What follows belongs to an exercise in optimizing a design on an open flow for small area; a production flow would make more cautious choices. Where RTL was checked, it was by simulation tests only, not by an equivalence proof against the original.

==> run Y <==
==> flow/design.v (excerpt) <==
module darkriscv
(
    input             CLK,    
    input             RES,    
    input             HLT,    
    input      [31:0] INSTR_DATA,  
    output     [31:0] INSTR_ADDR,  
    input      [31:0] DATA_INPUT,  
    output     [31:0] DATA_OUTPUT,  
    output     [31:0] DATA_ADDR,  
    output     [ 3:0] BYTE_EN,    
    output            WR_EN,     
    output            RD_EN,     
    output [3:0]  DEBUG
);
    reg [31:7] IR;       
    reg [6:2]  OPC;      
    reg        OPV;      
    always @(posedge CLK)
        if (!HLT) begin
            IR  <= INSTR_DATA[31:7];
            OPC <= INSTR_DATA[6:2];
            OPV <= &INSTR_DATA[1:0];
        end
    reg [1:0]  FLUSH;    
    reg [3:0]  RESMODE;  
    reg [31:0] NXPC2;    
    wire RUN = ~|FLUSH;
    wire IS_LUI   = OPV && OPC == 5'b01101;
    wire IS_AUIPC = OPV && OPC == 5'b00101;
    wire IS_JAL   = OPV && OPC == 5'b11011;
  ...
clock: 12.0 ns
lec_check: 0
cap_margin: 20
core_margin: 2
core_utilization: 60
slew_margin: 20
synth_hierarchical: 1
standard.sh (not shown) runs the stock make flow with config.mk's settings and CLKGATE_MAP_FILE= SYNTH_SCRIPT=/design/flow/synth_recipe.tcl, a recipe that flattens the netlist after the stock synthesis.
==> flow/flow/run.sh <==
#!/bin/bash
# Own layout flow: the standard ORFS layout (standard.sh, with its
# synthesis unchanged) with two changes.
#  - The port buffers that global placement inserts are buf_1 cells.
#  - CTS uses clkbuf_8 in clusters of at most 12 sinks within 80 um, and
#    inserts no dummy loads.
# make's full output goes to make.log here; each ORFS step logs to orfs/logs.
set -euo pipefail
WORK=$(pwd)
bash "$WORK/standard.sh" \
    "BUFFER_PORTS_ARGS=-buffer_cell sky130_fd_sc_hd__buf_1" \
    "CTS_ARGS=-sink_clustering_enable -repair_clock_nets -dont_use_dummy_load -buf_list sky130_fd_sc_hd__clkbuf_8 -sink_clustering_size 12 -sink_clustering_max_diameter 80" \
    finish > "$WORK/make.log" 2>&1
==> inputs of run F, as changes to run Y <==
--- a/flow/design.v
+++ b/flow/design.v
@@ -179,11 +179,11 @@
                         (IS_LCC || (ALUOP && FCT3 == 5)) ? SHL :
                         (ALUOP && FCT3 == 2) ? {31'd0, LTS} :
                         (ALUOP && FCT3 == 3) ? {31'd0, LTU} :
                         (ALUOP && FCT3[2]) ? LOGIC :
                         ADD;
-    wire [31:0] WD = (WDATA & {32{!RES}}) | {18'd0, RES && RESMODE == 2, 13'd0};
+    wire [31:0] WD = RES ? {18'd0, RESMODE == 2, 13'd0} : WDATA;
     always @(posedge CLK) begin
         RESMODE <= RESMODE + 1;
         FLUSH <= RES ? 2 : HLT ? FLUSH : FLUSH ? FLUSH - 1 : JREQ ? 2 : 0;
         NXPC2 <= RES ? 0 : HLT ? NXPC2 : JREQ ? ASUM : NXPC2 + 4;
     end
==> flow/flow/run.sh (replaced) <==
#!/bin/bash
# Own layout flow: the standard ORFS layout (standard.sh, with its
# synthesis unchanged) with two changes.
#  - The port buffers that global placement inserts are buf_1 cells.
#  - CTS uses clkbuf_4 and inserts no dummy loads.
# make's full output goes to make.log here; each ORFS step logs to orfs/logs.
set -euo pipefail
WORK=$(pwd)
bash "$WORK/standard.sh" \
    "BUFFER_PORTS_ARGS=-buffer_cell sky130_fd_sc_hd__buf_1" \
    "CTS_ARGS=-sink_clustering_enable -repair_clock_nets -dont_use_dummy_load -buf_list sky130_fd_sc_hd__clkbuf_4" \
    finish > "$WORK/make.log" 2>&1
--- a/flow/config.mk
+++ b/flow/config.mk
@@ -5,8 +5,8 @@
 export SDC_FILE = /design/flow/constraint.sdc
 export NUM_CORES = 4
 export LEC_CHECK = 0
 export CAP_MARGIN = 20
 export CORE_MARGIN = 2
-export CORE_UTILIZATION = 60
+export CORE_UTILIZATION = 40
 export SLEW_MARGIN = 20
 export SYNTH_HIERARCHICAL = 1
==> run notes <==
- Between run F and run Y, the lower global-route usage is in run F (gap 16 points).
- Of run Y and run F, run F has the higher synthesized cell count (gap 1.5%, measured against run F).
- Non-clock buffer count: run Y is lower than run F (23).
- Between run Y and run F, the lower maximum frequency is in run Y (gap 0.35%, measured against run F).
- Between run F and run Y, the lower worst setup slack is in run Y (gap 0.041 ns).
- Between run F and run Y, the lower core utilization is in run F (gap 21 points).
- Between run Y and run F, the lower area after synthesis is in run Y (gap about 1.2%, measured against run F).
- Of run Y and run F, run F has the higher wire length (gap 4.1%, measured against run F).
- Between run F and run Y, the lower die area is in run Y (gap about 50%, measured against run Y).
==> figures <==
| quantity | run F | run Y |
|---|---|---|
| Clock buffers created by TritonCTS | 144 | 52 |
| Status | timing/DRC/antenna clean | timing/DRC/antenna clean |
| Launch point of the worst path | IR[15] | IR[17] |
| Share of the core filled with cells | 44.7% | 65.6% |
| Number of optimization iterations in the first detailed-route pass | 15 | 23 |
| Final weighted congestion in routability-driven placement | 1.08 | 1.12 |
| Required arrival time at the worst endpoint | 12.94 ns | 12.57 ns |
| Multi-input logic portion of the cell area | 51.8% | 52.5% |
| Final antenna diode count | 15 | 10 |
| Least-Margin Pin Slew | 1.32 ns | 1.24 ns |
| GR Util met3 | 11.5% | 22.5% |
| Area enclosed by the die boundary | 103,000 um^2 | 68,500 um^2 |
| Worst setup path endpoint | NXPC2[19] | NXPC2[29] |
| GRT Total Usage | 35.9% | 51.8% |
| Number of antenna violations at the first check in global routing | 22 | 15 |
| Minimum period implied by the final worst setup slack | 11.62 ns | 11.66 ns |
| Clock-pin slew of the registers on the worst-case setup and hold paths | 0.06 ns | 0.09 ns |
| Standard cell core area | 100,000 um^2 | 65,700 um^2 |
| Worst reg2reg path endpoint | NXPC2[19] | NXPC2[29] |
| Post-Syn Area | 40,400 um^2 | 39,900 um^2 |
| Final nets | 4,309 | 4,138 |

==> 07-28: inputs <==
darkriscv, a different RTL version from the one above (not shown whole).
Settings: LEC_CHECK=0, CAP_MARGIN=20, CORE_MARGIN=2, CORE_UTILIZATION=40, SLEW_MARGIN=20, SYNTH_HIERARCHICAL=1; clock period 12.0 ns.
==> flow/flow/run.sh <==
#!/bin/bash
# Own layout flow: the standard ORFS layout (standard.sh, with its
# synthesis unchanged) with these changes.
#  - The port buffers that global placement inserts are buf_1 cells.
#  - CTS uses clkbuf_4 and inserts no dummy loads.
#  - After global routing, cells on paths with slack are downsized
#    (ORFS RECOVER_POWER).
# make's full output goes to make.log here; each ORFS step logs to orfs/logs.
set -euo pipefail
WORK=$(pwd)
bash "$WORK/standard.sh" \
    "BUFFER_PORTS_ARGS=-buffer_cell sky130_fd_sc_hd__buf_1" \
    "CTS_ARGS=-sink_clustering_enable -repair_clock_nets -dont_use_dummy_load -buf_list sky130_fd_sc_hd__clkbuf_4" \
    RECOVER_POWER=100 \
    finish > "$WORK/make.log" 2>&1
==> 11-05 (differences from 07-28) <==
--- a/flow/design.v
+++ b/flow/design.v
@@ -17,21 +17,51 @@
     wire [4:0] n;
     genvar i;
     generate for (i = 0; i < 5; i = i + 1) begin : g
         aoi222 u(.a(d[3*i]), .b(s[3*i]), .c(d[3*i+1]), .d(s[3*i+1]), .e(d[3*i+2]), .f(s[3*i+2]), .y(n[i]));
     end endgenerate
     nand5 u5(.a(n[0]), .b(n[1]), .c(n[2]), .d(n[3]), .e(n[4]), .y(y));
 endmodule
+module mx2n(input a, b, s, output y);
+    assign y = ~(s ? b : a);
+endmodule
+module nr2(input a, b, output y);
+    assign y = ~(a | b);
+endmodule
+module nd2(input a, b, output y);
+    assign y = ~(a & b);
+endmodule
+module shr32(input [31:0] xn, input [4:0] n, output [31:0] y);
+    wire [31:0] s [0:5];
+    wire [4:0] nn = ~n;
+    assign s[0] = xn;
+    genvar k, i;
+    generate for (k = 0; k < 5; k = k + 1) begin : st
+        for (i = 0; i < 32; i = i + 1) begin : b
+            if (i + (1 << k) < 32) begin : m
+                mx2n u(.a(s[k][i]), .b(s[k][i + (1 << k)]), .s(n[k]), .y(s[k+1][i]));
+            end else if (k % 2 == 0) begin : z0
+                nr2 u(.a(s[k][i]), .b(n[k]), .y(s[k+1][i]));
+            end else begin : z1
+                nd2 u(.a(s[k][i]), .b(nn[k]), .y(s[k+1][i]));
+            end
+        end
+    end endgenerate
+    assign y = s[5];
+endmodule
 module benc(input b2, b1, b0, output one, two, neg);
     assign one = b1 ^ b0;
     assign two = (b2 & ~b1 & ~b0) | (~b2 & b1 & b0);
     assign neg = b2 & ~(b1 & b0);
 endmodule
-module bpp(input x1, x0, one, two, neg, output p);
-    assign p = ((one & x1) | (two & x0)) ^ neg;
+module bpp(input q1, q0, one, two, output p);
+    assign p = (one & q1) | (two & q0);
+endmodule
+module xor2(input a, b, output y);
+    assign y = a ^ b;
 endmodule
 module add32(input [31:0] a, input [31:0] b, input ci, output [31:0] s, output co,
              output [31:0] g, output [31:0] t);
     assign g = a & b;
     assign t = a | b;
     wire [8:0] c;
     assign c[0] = ci;
@@ -71,15 +101,14 @@
     always @(posedge CLK)
         if (!HLT) begin
             IR  <= INSTR_DATA[31:7];
             OPC <= INSTR_DATA[6:2];
             OPV <= &INSTR_DATA[1:0];
         end
     reg [1:0]  FLUSH;    
-    reg [3:0]  RESMODE;  
     reg [31:0] NXPC2;    
     wire RUN = ~|FLUSH;
     wire IS_LUI   = OPV && OPC == 5'b01101;
     wire IS_AUIPC = OPV && OPC == 5'b00101;
     wire IS_JAL   = OPV && OPC == 5'b11011;
     wire IS_JALR  = OPV && OPC == 5'b11001;
     wire IS_BCC   = OPV && OPC == 5'b11000;
@@ -150,15 +179,16 @@
     wire [1:0]  BA  = ASUM[1:0];
     wire        SB  = IS_SCC && FCT3 == 0;             
     wire        SH  = IS_SCC && FCT3 == 1;             
     wire        BSH = LB || SB;                        
     wire        HSH = LH || SH;                        
     wire [31:0] SHI = IS_LCC ? DATA_INPUT : SLL ? rev(U1REG) : IS_SCC ? rev(U2REG) : U1REG;
     wire [4:0]  SHN = (IS_LCC || IS_SCC) ? { (BSH || HSH) && BA[1], BSH && BA[0], 3'd0 } : BX[4:0];
-    wire [31:0] SHO = SHI >> SHN;
+    wire [31:0] SHO;
+    shr32 shifter(.xn(~SHI), .n(SHN), .y(SHO));
     wire        LSGN = !FCT3[2] && (LB ? SHO[7] : SHO[15]);
     wire [31:0] SHL = { (LB || LH) ? {16{LSGN}} : SHO[31:16],
                         LB ? {8{LSGN}} : SHO[15:8],
                         SHO[7:0] };
     wire BTAKEN = FCT3 == 4 ? LTS :
                   FCT3 == 5 ? ~LTS :
                   FCT3 == 6 ? LTU :
@@ -174,25 +204,24 @@
     wire [31:0] WDATA = (IS_AUIPC || IS_LUI) ? ASUM :
                         SLL ? rev(SHO) :
                         (IS_LCC || (ALUOP && FCT3 == 5)) ? SHL :
                         (ALUOP && FCT3 == 2) ? {31'd0, LTS} :
                         (ALUOP && FCT3 == 3) ? {31'd0, LTU} :
                         (ALUOP && FCT3[2]) ? LOGIC :
                         ADD;
-    wire [31:0] WD = RES ? {18'd0, RESMODE == 2, 13'd0} : WDATA;
+    wire [31:0] WD = WDATA & {32{!RES}};
     always @(posedge CLK) begin
-        RESMODE <= RESMODE + 1;
         FLUSH <= RES ? 2 : HLT ? FLUSH : FLUSH ? FLUSH - 1 : JREQ ? 2 : 0;
         NXPC2 <= RES ? 0 : HLT ? NXPC2 : JREQ ? ASUM : NXPC2 + 4;
     end
     integer i;
     always @(posedge CLK)
         for (i = 1; i < 16; i = i + 1)
-            if (RES ? (RESMODE == i) : (!HLT && WRITE && SELD[i-1]))
-                RG[i] <= WD;
+            if (RES || (!HLT && WRITE && SELD[i-1]))
+                RG[i] <= (i == 2) ? (WD | {18'd0, RES, 13'd0}) : WD;
     assign DATA_ADDR = ASUM;
     assign DATA_OUTPUT = rev(SHO);
     assign RD_EN = RUN && IS_LCC;
     assign WR_EN = RUN && IS_SCC;
     assign BYTE_EN = FCT3 == 0 || FCT3 == 4 ? ( BA == 3 ? 4'b1000 :
                                                 BA == 2 ? 4'b0100 :
                                                 BA == 1 ? 4'b0010 :
@@ -204,66 +233,114 @@
 endmodule
 module mac16(input [15:0] a, input [15:0] b, input [31:0] c, output [31:0] S, output [31:0] C);
   wire [16:-1] x = {a[15], a, 1'b0};
   wire [16:-1] y = {b, 1'b0};
   wire one0, two0, neg0;
   benc e0(.b2(b[1]), .b1(b[0]), .b0(1'b0), .one(one0), .two(two0), .neg(neg0));
   wire [16:0] p0;
+  wire [16:-1] q0;
+  assign q0[-1] = neg0;
+  assign q0[16] = q0[15];
   genvar j0;
+  generate for (j0 = 0; j0 < 16; j0 = j0 + 1) begin : x0
+    xor2 s(.a(x[j0]), .b(neg0), .y(q0[j0]));
+  end endgenerate
   generate for (j0 = 0; j0 < 17; j0 = j0 + 1) begin : g0
-    bpp s(.x1(x[j0]), .x0(x[j0-1]), .one(one0), .two(two0), .neg(neg0), .p(p0[j0]));
+    bpp s(.q1(q0[j0]), .q0(q0[j0-1]), .one(one0), .two(two0), .p(p0[j0]));
   end endgenerate
   wire one1, two1, neg1;
   benc e1(.b2(b[3]), .b1(b[2]), .b0(b[1]), .one(one1), .two(two1), .neg(neg1));
   wire [16:0] p1;
+  wire [16:-1] q1;
+  assign q1[-1] = neg1;
+  assign q1[16] = q1[15];
   genvar j1;
+  generate for (j1 = 0; j1 < 16; j1 = j1 + 1) begin : x1
+    xor2 s(.a(x[j1]), .b(neg1), .y(q1[j1]));
+  end endgenerate
   generate for (j1 = 0; j1 < 17; j1 = j1 + 1) begin : g1
-    bpp s(.x1(x[j1]), .x0(x[j1-1]), .one(one1), .two(two1), .neg(neg1), .p(p1[j1]));
+    bpp s(.q1(q1[j1]), .q0(q1[j1-1]), .one(one1), .two(two1), .p(p1[j1]));
   end endgenerate
   wire one2, two2, neg2;
   benc e2(.b2(b[5]), .b1(b[4]), .b0(b[3]), .one(one2), .two(two2), .neg(neg2));
   wire [16:0] p2;
+  wire [16:-1] q2;
+  assign q2[-1] = neg2;
+  assign q2[16] = q2[15];
   genvar j2;
+  generate for (j2 = 0; j2 < 16; j2 = j2 + 1) begin : x2
+    xor2 s(.a(x[j2]), .b(neg2), .y(q2[j2]));
+  end endgenerate
   generate for (j2 = 0; j2 < 17; j2 = j2 + 1) begin : g2
-    bpp s(.x1(x[j2]), .x0(x[j2-1]), .one(one2), .two(two2), .neg(neg2), .p(p2[j2]));
+    bpp s(.q1(q2[j2]), .q0(q2[j2-1]), .one(one2), .two(two2), .p(p2[j2]));
   end endgenerate
   wire one3, two3, neg3;
   benc e3(.b2(b[7]), .b1(b[6]), .b0(b[5]), .one(one3), .two(two3), .neg(neg3));
   wire [16:0] p3;
+  wire [16:-1] q3;
+  assign q3[-1] = neg3;
+  assign q3[16] = q3[15];
   genvar j3;
+  generate for (j3 = 0; j3 < 16; j3 = j3 + 1) begin : x3
+    xor2 s(.a(x[j3]), .b(neg3), .y(q3[j3]));
+  end endgenerate
   generate for (j3 = 0; j3 < 17; j3 = j3 + 1) begin : g3
-    bpp s(.x1(x[j3]), .x0(x[j3-1]), .one(one3), .two(two3), .neg(neg3), .p(p3[j3]));
+    bpp s(.q1(q3[j3]), .q0(q3[j3-1]), .one(one3), .two(two3), .p(p3[j3]));
   end endgenerate
   wire one4, two4, neg4;
   benc e4(.b2(b[9]), .b1(b[8]), .b0(b[7]), .one(one4), .two(two4), .neg(neg4));
   wire [16:0] p4;
+  wire [16:-1] q4;
+  assign q4[-1] = neg4;
+  assign q4[16] = q4[15];
   genvar j4;
+  generate for (j4 = 0; j4 < 16; j4 = j4 + 1) begin : x4
+    xor2 s(.a(x[j4]), .b(neg4), .y(q4[j4]));
+  end endgenerate
   generate for (j4 = 0; j4 < 17; j4 = j4 + 1) begin : g4
-    bpp s(.x1(x[j4]), .x0(x[j4-1]), .one(one4), .two(two4), .neg(neg4), .p(p4[j4]));
+    bpp s(.q1(q4[j4]), .q0(q4[j4-1]), .one(one4), .two(two4), .p(p4[j4]));
   end endgenerate
   wire one5, two5, neg5;
   benc e5(.b2(b[11]), .b1(b[10]), .b0(b[9]), .one(one5), .two(two5), .neg(neg5));
   wire [16:0] p5;
+  wire [16:-1] q5;
+  assign q5[-1] = neg5;
+  assign q5[16] = q5[15];
   genvar j5;
+  generate for (j5 = 0; j5 < 16; j5 = j5 + 1) begin : x5
+    xor2 s(.a(x[j5]), .b(neg5), .y(q5[j5]));
+  end endgenerate
   generate for (j5 = 0; j5 < 17; j5 = j5 + 1) begin : g5
-    bpp s(.x1(x[j5]), .x0(x[j5-1]), .one(one5), .two(two5), .neg(neg5), .p(p5[j5]));
+    bpp s(.q1(q5[j5]), .q0(q5[j5-1]), .one(one5), .two(two5), .p(p5[j5]));
   end endgenerate
   wire one6, two6, neg6;
   benc e6(.b2(b[13]), .b1(b[12]), .b0(b[11]), .one(one6), .two(two6), .neg(neg6));
   wire [16:0] p6;
+  wire [16:-1] q6;
+  assign q6[-1] = neg6;
+  assign q6[16] = q6[15];
   genvar j6;
+  generate for (j6 = 0; j6 < 16; j6 = j6 + 1) begin : x6
+    xor2 s(.a(x[j6]), .b(neg6), .y(q6[j6]));
+  end endgenerate
   generate for (j6 = 0; j6 < 17; j6 = j6 + 1) begin : g6
-    bpp s(.x1(x[j6]), .x0(x[j6-1]), .one(one6), .two(two6), .neg(neg6), .p(p6[j6]));
+    bpp s(.q1(q6[j6]), .q0(q6[j6-1]), .one(one6), .two(two6), .p(p6[j6]));
   end endgenerate
   wire one7, two7, neg7;
   benc e7(.b2(b[15]), .b1(b[14]), .b0(b[13]), .one(one7), .two(two7), .neg(neg7));
   wire [16:0] p7;
+  wire [16:-1] q7;
+  assign q7[-1] = neg7;
+  assign q7[16] = q7[15];
   genvar j7;
+  generate for (j7 = 0; j7 < 16; j7 = j7 + 1) begin : x7
+    xor2 s(.a(x[j7]), .b(neg7), .y(q7[j7]));
+  end endgenerate
   generate for (j7 = 0; j7 < 17; j7 = j7 + 1) begin : g7
-    bpp s(.x1(x[j7]), .x0(x[j7-1]), .one(one7), .two(two7), .neg(neg7), .p(p7[j7]));
+    bpp s(.q1(q7[j7]), .q0(q7[j7-1]), .one(one7), .two(two7), .p(p7[j7]));
   end endgenerate
   wire t1, t2; ha ut1(.a(p0[14]), .b(p1[12]), .s(t1), .co(t2));
   wire t3, t4; ha ut3(.a(p0[15]), .b(p1[13]), .s(t3), .co(t4));
   wire t5, t6; ha ut5(.a(p0[16]), .b(p1[14]), .s(t5), .co(t6));
   wire t7, t8; ha ut7(.a(p0[16]), .b(p1[15]), .s(t7), .co(t8));
   wire t9, t10; ha ut9(.a(~p0[16]), .b(~p1[16]), .s(t9), .co(t10));
   wire t11, t12; ha ut11(.a(p0[8]), .b(p1[6]), .s(t11), .co(t12));
==> flow/flow/run.sh (replaced) <==
#!/bin/bash
# Own layout flow: the standard ORFS layout (standard.sh, with its
# synthesis unchanged) with two changes.
#  - The port buffers that global placement inserts are buf_1 cells.
#  - CTS uses clkbuf_8 in clusters of at most 12 sinks within 80 um, and
#    inserts no dummy loads.
# make's full output goes to make.log here; each ORFS step logs to orfs/logs.
set -euo pipefail
WORK=$(pwd)
bash "$WORK/standard.sh" \
    "BUFFER_PORTS_ARGS=-buffer_cell sky130_fd_sc_hd__buf_1" \
    "CTS_ARGS=-sink_clustering_enable -repair_clock_nets -dont_use_dummy_load -buf_list sky130_fd_sc_hd__clkbuf_8 -sink_clustering_size 12 -sink_clustering_max_diameter 80" \
    finish > "$WORK/make.log" 2>&1
==> flow/config.mk (replaced) <==
export PLATFORM = sky130hd
export DESIGN_NAME = darkriscv
export DESIGN_NICKNAME = darkriscv
export VERILOG_FILES = /design/flow/design.v
export SDC_FILE = /design/flow/constraint.sdc
export NUM_CORES = 4
export LEC_CHECK = 0
export CAP_MARGIN = 20
export CORE_MARGIN = 2
export CORE_UTILIZATION = 60
export SETUP_SLACK_MARGIN = 0.1
export SLEW_MARGIN = 20
export SYNTH_HIERARCHICAL = 1
==> run notes <==
07-28 ran to the end with violations: max-capacitance violations, max-slew violations. 11-05 produced a clean layout.
Between 07-28 and 11-05, the lower cell count is in 11-05 (gap 18%, measured against 11-05).
In 07-28 the clock skew is higher than in 11-05, by 0.0018 ns.
Via count: 07-28 is larger than 11-05 (about 4%).
Area after synthesis: 07-28 is larger than 11-05 (about 4.6%).
==> figures <==
| metric | 07-28 | 11-05 |
|---|---|---|
| Run status | failed layout checks | timing/DRC/antenna clean |
| Reasons for failing layout checks | max-capacitance violations, max-slew violations | - |
| Post-route worst setup slack | 0.3574 ns | 0.4063 ns |
| Combined global-route utilization of all metal layers | 35.09% | 50.00% |
| Global-route wire length before repair | 264.6 mm | 242.9 mm |
| Sum of buffers and inverters on the critical path | 4 | 5 |
| Die outline area | 104900 µm² | 67320 µm² |
| Register-to-register setup slack | 0.36 ns | 0.41 ns |
| # Max-Cap Violations | 25 | 0 |
| Routed met3 length | 27.26 mm | 28.73 mm |
| TritonCTS Buffers | 143 | 51 |
| CP Data Arrival Time | 11.97 ns | 12.11 ns |
| Floorplan Core Area | 101600 µm² | 64460 µm² |
| Maximum clock frequency | 0.08589 GHz | 0.08625 GHz |
Only the layout flow was run in 07-28; the RTL was not checked for function there.

[port drivers added, routing unchanged]
The results above use ideal ports. As a check the final layouts listed here were re-extracted and re-timed, cells and wires unchanged. Step 1 sets driving cells, clkbuf_16 on the clock port and buf_2 on the other inputs (assumed; they add their load-dependent delay and slew). Step 2 times the ports against the registers' clock, not the clock port: input delays grow and output delays shrink by t, the midpoint of the rising clock arrivals with the driver on. Three values: no drivers, after step 1, after step 2; two values: the first two.
run | shift t [ns] | slack for setup (ns) | worst setup path at the end | clock arrival spread, ns | pins driven straight from the clock port
run Y | 0.763 | 0.337 / 0.337 / 0.337 | register to register | 0.140 / 0.141 | 1
run F | 1.086 | 0.378 / 0.378 / 0.378 | register to register | 0.136 / 0.136 | 1
07-28 | 1.076 | 0.357 / 0.357 / 0.357 | register to register | 0.112 / 0.112 | 1
11-05 | 0.716 | 0.406 / 0.406 / 0.406 | register to register | 0.110 / 0.110 | 1
